Context: an optimization exercise on an open-source flow, tuned for small area and a short achievable clock period. The choices shown serve that exercise and are no tape-out recipe. Function was not checked in any run shown here: the RTL went through the layout flow alone.

==> flow/design.v (outline; a module is shown in full before it is edited, if it fits) <==
// module gte_mac123: 1207 lines
// module mac_fa: 4 lines
// module mac_ha: 4 lines
module gte_mac123 (
   input  wire               clk,
   input  wire               reset,
   input  wire               trigger,
   input  wire signed [31:0] mul1,
   input  wire signed [31:0] mul2,
   input  wire signed [44:0] add,
   input  wire               sub,
   input  wire               swap,
   input  wire               save_shifted,
   input  wire               use_ir,
   input  wire               ir_shift,
   input  wire               ir_shift_flag,
   input  wire               sat_ir,
   input  wire               sat_ir_flag,
   input  wire               use_result,
   output wire signed [31:0] mac_result,
   output reg                mac_writeback,
   output wire signed [15:0] ir_result,
   output reg                ir_writeback,
   output reg  signed [44:0] mac_last,
   output wire signed [31:0] mac_shifted,
   output wire               flag_mac_uf,
   output wire               flag_mac_of,
   output wire               flag_ir
);
  // ...
==> flow/flow/run.sh <==
#!/bin/bash
# The standard layout (the standard.sh with its unchanged synthesis) with two
# changes to how the layout is made: the port buffers are plain buffers
# (sky130_fd_sc_hd__buf_1) instead of the delay cells buffer_ports picks by
# default, and ORFS's timing repair is asked for a setup margin past what the
# clock period needs. The clock and constraints are the design's.
# make's full output goes to make_finish.log in the work folder.
set -euo pipefail
here="$(cd "$(dirname "${BASH_SOURCE[0]}")/.." && pwd)"
cd "$here"
bash ./standard.sh "BUFFER_PORTS_ARGS=-buffer_cell sky130_fd_sc_hd__buf_1" \
  SETUP_SLACK_MARGIN=6.8 finish > make_finish.log 2>&1
==> flow/standard.sh <==
#!/bin/bash
# synth_recipe.tcl (not shown) runs the flow's synth.tcl, then flattens the netlist and writes it again
# the make line also repeats each setting of config.mk as NAME=value (left out here)
make -C /OpenROAD-flow-scripts/flow DESIGN_CONFIG=/design/flow/config.mk WORK_HOME=/design/flow/orfs CLKGATE_MAP_FILE= SYNTH_SCRIPT=/design/flow/synth_recipe.tcl "${@:-finish}"
==> flow/config.mk <==
export PLATFORM = sky130hd
export DESIGN_NAME = gte_mac123
export DESIGN_NICKNAME = gte_mac123
export VERILOG_FILES = /design/flow/design.v
export SDC_FILE = /design/flow/constraint.sdc
export NUM_CORES = 4
export LEC_CHECK = 0
export ABC_AREA = 1
export CAP_MARGIN = 20
export CORE_MARGIN = 2
export CORE_UTILIZATION = 40
export SLEW_MARGIN = 20
export SYNTH_HIERARCHICAL = 1
==> flow/constraint.sdc <==
create_clock -name core_clock -period 14.0 [get_ports {clk}]
set_input_delay 2.8000 -clock core_clock [delete_from_list [all_inputs] [get_ports {clk}]]
set_output_delay 2.8000 -clock core_clock [all_outputs]
set_load 0.01 [all_outputs]
==> results.tsv, run 1 <==
stage	metric	value	unit
final_layout	multi_input_area	21780	um2
final_layout	final_core_util	0.4418	
yosys	synth_mux_area_frac	0.01221	
run_status	status	finished clean	
grt	grt_usage	0.2664	
yosys	synth-main-ff-cell	dfxtp_1	
drt	wl_met1	40340	um
setup_path	worstSetupPathType	in -> reg	
sta	final.period_utilization	0.5071	
worst_hold_path	hold_path_depth	2	
setup_path	cp_cell_sequence	buf_1 -> ha_1 -> nor2_2 -> buf_4 -> xor2_1 -> o22ai_1 -> fa_1 -> fa_1 -> fa_1 -> fa_1 -> fa_1 -> fa_1	
yosys	synth_top_family_by_area	adder cells	
final_layout	seq-cell-share	0.1263	
sta	setup_viol_count_final	0	
job	maxCapViolations	0	
yosys	syn-cell-area	27060	um2
floorplan	fp-row-count	95	
final_layout	nNonClkInverters	303	
drt	dr_wl_met3	8408	um
floorplan	die_h	264.1	um
yosys	synthXorXnorAreaFrac	0.1681	
drt	wl_met2	41770	um
final_layout	multi_input_area_share	0.7356	
grt	grt_pass1_wl	141200	um
grt	grt_max_degree	76	
drt	vias_per_cell	5.620	
drt	top_layer_used	met4	
drt	wirelength	93410	um
yosys	yosysTopAreaCellShare	0.2944	
setup_path	critPathSlowestCell	nor2_2	
grt	grt.busiest_layer	met2	
floorplan	fp.coreArea	67040	um2
==> inputs of run 2 (changes only) <==
--- a/flow/design.v
+++ b/flow/design.v
@@ -863,19 +863,21 @@
          ir_writeback  <= trigger & use_ir;
       end
    end
    wire [43:0] s3, c3;
    generate for (gj = 0; gj < 44; gj = gj + 1) begin : csa
       mac_fa u_fa (.a(a_r[gj]), .b(ps_r[gj]), .c(pc_r[gj]), .s(s3[gj]), .co(c3[gj]));
    end endgenerate
    wire [43:0] vb = {c3[42:0], cin_r};
-   wire [43:0] vg = s3 & vb;
+   wire [43:0] vg, vh;
+   generate for (gj = 0; gj < 44; gj = gj + 1) begin : cpa_in
+      mac_ha u_ha (.a(s3[gj]), .b(vb[gj]), .s(vh[gj]), .co(vg[gj]));
+   end endgenerate
    wire [43:0] vp = s3 | vb;
-   wire [43:0] vh = s3 ^ vb;
    wire va_g0_1 = vg[1] | (vp[1] & vg[0]);
    wire va_p0_1 = vp[1] & vp[0];
    wire va_g0_3 = vg[3] | (vp[3] & vg[2]);
    wire va_p0_3 = vp[3] & vp[2];
    wire va_g0_5 = vg[5] | (vp[5] & vg[4]);
    wire va_p0_5 = vp[5] & vp[4];
    wire va_g0_7 = vg[7] | (vp[7] & vg[6]);
    wire va_p0_7 = vp[7] & vp[6];
==> run 2 against run 1 <==
Against the previous run:
- still clean
- die area is 1.5% lower
- sequential cell count unchanged
- routed wire length barely moved
- maximum frequency grew 1.2%
- cell count decreased by 2.5%
- critical path type unchanged
- largest cell class unchanged
- highest routed layer is now met5
==> results.tsv, run 2 <==
stage	metric	value	unit	change
yosys	yosysTopAreaCellShare	0.2991		was 0.2944
clock_network	h-tree-depth	4		unchanged
yosys	synth_common_cells	xor2_1, fa_1, o22ai_1, nand2_1, dfxtp_1		was xor2_1, o22ai_1, fa_1, nand2_1, inv_1
setup_path	arrival	7380	ps	was 7460 ps
final_layout	mostFrequentLayoutCells	xor2_1, o22ai_1, fa_1, nand2_1, buf_1		was xor2_1, o22ai_1, fa_1, nand2_1, inv_1
floorplan	fp-row-count	94		was 95
setup_path	worstSetupPathType	in -> reg		unchanged
drt	drc_errors	0		unchanged
grt	grt_pass1_wl	139900	um	was 141,200 um
sta	skew	18.77	ps	was 19.09 ps
yosys	synth_edf_count	1		unchanged
sta	fin_crit	7018	ps	was 7099 ps
final_layout	layout_commonest_cell	xor2_1		unchanged
placement	place.gp.congestion	0.9609		was 0.9652
yosys	ys_top_cells_by_area	fa_1, dfxtp_1, xor2_1		unchanged
final_layout	reg.largest.list	mac_last x45, a_r x44, ps_r x44		unchanged
yosys	syn-cell-area	26640	um2	was 27,060 um2
job	maxCapViolations	0		unchanged
floorplan	fp.coreArea	65860	um2	was 67,040 um2
setup_path	path_buf_inv	4		was 2
sta	slew_violations	0		unchanged
clock_network	clockBufferDepth	2		unchanged
worst_hold_path	hold_path_class	reg -> reg		unchanged
grt	antenna_found_initial	2		was 1
clock_network	clk-insertion-delay-late	490	ps	was 500 ps
clock_network	root_buffer	clkbuf_16		unchanged
yosys	synthDistinctLibCells	54		was 55
drt	drt_iter0_drc	2529		was 2,282
sta	holdWs	485.5	ps	was 485.4 ps
clock_network	path_clk_slew	80	ps	was 90 ps
yosys	yosys_warnings	7		unchanged
sta	hold_viol_final	0		unchanged
yosys	yosysSeqAreaShare	0.1401		was 0.1380
final_layout	drive_gt1_frac	0.08478		was 0.06636
placement	dp_slack	6144	ps	was 6176 ps
sta	setup_tns	0	ps	unchanged
sta	setup_viol_count_final	0		unchanged
drt	vias	22950		was 23,200
yosys	syn_inst	3004		was 3,104
setup_path	cp_max_fo	38		was 18
final_layout	seq_area	3746	um2	was 3740 um2
grt	grt-ovfl-total	0		unchanged
drt	first_pass_iters	7		was 6
yosys	post-synth-top-count-cell	xor2_1		unchanged
floorplan	start_util	0.4045		was 0.4037
floorplan	die_h	262.1	um	was 264.1 um
final_layout	multi_input_area	21620	um2	was 21,780 um2
run_status	status	finished clean		unchanged
grt	grt_max_degree	77		was 76
floorplan	io_pins	251		unchanged
drt	wire_per_inst	23.20	um	was 22.63 um
setup_path	critPathSlowestCell	fa_1		was nor2_2
setup_path	cp_cell_sequence	clkbuf_2 -> buf_4 -> inv_1 -> nand2_1 -> nand2_1 -> clkinvlp_4 -> o22ai_1 -> fa_1 -> fa_1 -> fa_1 -> fa_1 -> fa_1 -> fa_1		was buf_1 -> ha_1 -> nor2_2 -> buf_4 -> xor2_1 -> o22ai_1 -> fa_1 -> fa_1 -> fa_1 -> fa_1 -> fa_1 -> fa_1
setup_path	cp_top_family	adder cells		unchanged
yosys	synth_area_per_cell	8.869	um2	was 8.718 um2
setup_path	end_kind	flip-flop		unchanged
clock_network	hold_buffers	0		unchanged
drt	ant_nets	0		unchanged
floorplan	die_area	68690	um2	was 69,750 um2
yosys	async_flop_share	0		unchanged
setup_path	cp_common_cell	fa_1		unchanged
sta	rsz0062_at_grt	yes		unchanged
clock_network	numCtsBuffers	17		unchanged
drt	wirelength	93400	um	was 93,410 um
sta	relSlewSlack	0.2750		was 0.2197
floorplan	die_w	262.1	um	was 264.1 um
final_layout	largest_register_ffs	45		unchanged
final_layout	area_growth	9.580	%	was 9.441%
setup_path	slowest_delay	560	ps	was 590 ps
yosys	synth-seq-cells	186		unchanged
grt	grt_pass1_vias	22550		was 22,590
setup_path	critPathRequiredTime	14360	ps	about the same
placement	dp_hpwl	74120	um	was 74,990 um
sta	fin_ws	6982	ps	was 6901 ps
final_layout	top_register	mac_last		unchanged
sta	final.period_utilization	0.5013		was 0.5071
clock_network	clock_sink_count	186		unchanged
sta	fmax	142.5	MHz	was 140.9 MHz
sta	tightestPinTransition	1086	ps	was 1158 ps
setup_path	crit_path_start_kind	input port		unchanged
drt	vias_per_cell	5.700		was 5.620
final_layout	final_nets	3762		was 3,899
yosys	synth_top_cell_by_area	fa_1		unchanged
placement	io_buffers	250		unchanged
yosys	synth-main-ff-cell	dfxtp_1		unchanged
clock_network	cts_tree	built		unchanged
final_layout	fillers	6572		was 6,737
setup_path	r2r_slack	10400	ps	was 10,330 ps
grt	grt_usage	0.2718		was 0.2664
[run 2: cells by family after synthesis]
group	synth area share
compound gates	0.1520
xor+xnor	0.1745
fa+ha+maj	0.3437
buf+inv	0.05889
flops	0.1401
mux	0.01315
other cells	0.0002819
simple gates	0.1174
[run 2: area by class of cell]
class,instances,area share
repair inverters,1,0.0001714
well taps,864,0.03703
flip-flops and latches,186,0.1283
clock inverters,15,0.006471
multi-input cells,2429,0.7406
inverters,216,0.02833
diodes,1,0.00008571
repair buffers,297,0.04440
clock buffers,17,0.01457
[run 2: per-module statistics from Yosys (local to each module, per instance)]
module / cells inside / flops+latches
gte_mac123: 2526 / 186
mac_fa: 1 / 0
mac_ha: 1 / 0
[run 2: what timing repair did]
action / CTS / global route
buffers inserted: 0 / 10
gates cloned: 1 / 4
gates resized for setup: 10 / 32
pin swaps: 1 / 4
setup endpoints to repair: 27 / 30
[run 2: worst paths after layout]
check	start	depth (start not counted)	end
worst min register to register	mac_last[8]	2	mac_last[8]
worst min-delay path	mac_last[8]	2	mac_last[8]
worst max-delay path	mul2[1]	13	pc_r[33]
worst max register to register	ps_r[0]	16	a_r[13]
[run 2: per-stage QoR]
stage / util / instances / cell area (um2)
after floorplan: - / 3010 / 26670
after global placement: 0.4295 / 3978 / 28290
after detailed placement: 0.4296 / 3978 / 28290
after CTS: 0.4397 / 4011 / 28960
after global routing: 0.4433 / 4026 / 29200
final: 0.4433 / 4026 / 29200
[run 2: worst min-delay path: stages, from the launching register on]
cell     delay, ps
dfxtp_1        320
nand2_1         80
nand2_1         50
[run 2: layer usage]
metal / share of wire / GRT usage / vias to the layer above
met2: 0.45 / 0.4273 / 1238
li1: - / - / 10370
met5: 0.00014 / 0 / -
met1: 0.42 / 0.3636 / 11150
met4: 0.036 / 0.09275 / 2
met3: 0.10 / 0.06964 / 186

-- separate check: timing with driven ports --
Ports are ideal in the flow. The routed layouts listed here were re-timed in OpenROAD. Step 1: set_driving_cell puts a clkbuf_16 on clk and a buf_2 on each other input, an assumption about the parent block. Step 2 also shifts input and output timing later by t, the mid clock arrival at the registers, as if the neighbouring blocks saw the same clock. Three values: no drivers, after step 1, after step 2; two values: the first two.
| run | t, ns | setup slack, ns | clock arrival spread, ns | worst slew at a driven data input, ns |
|---|---|---|---|---|
| run 1 | 0.542 | 6.901 / 6.937 / 6.394 | 0.021 / 0.021 | 0.08 |
| run 2 | 0.532 | 6.982 / 6.960 / 6.473 | 0.019 / 0.019 | 0.10 |
After both steps setup and hold are still met in every run listed. The setup slack of run 2, which loses most, moves by -0.022 ns with the drivers and by -0.509 ns with both steps.
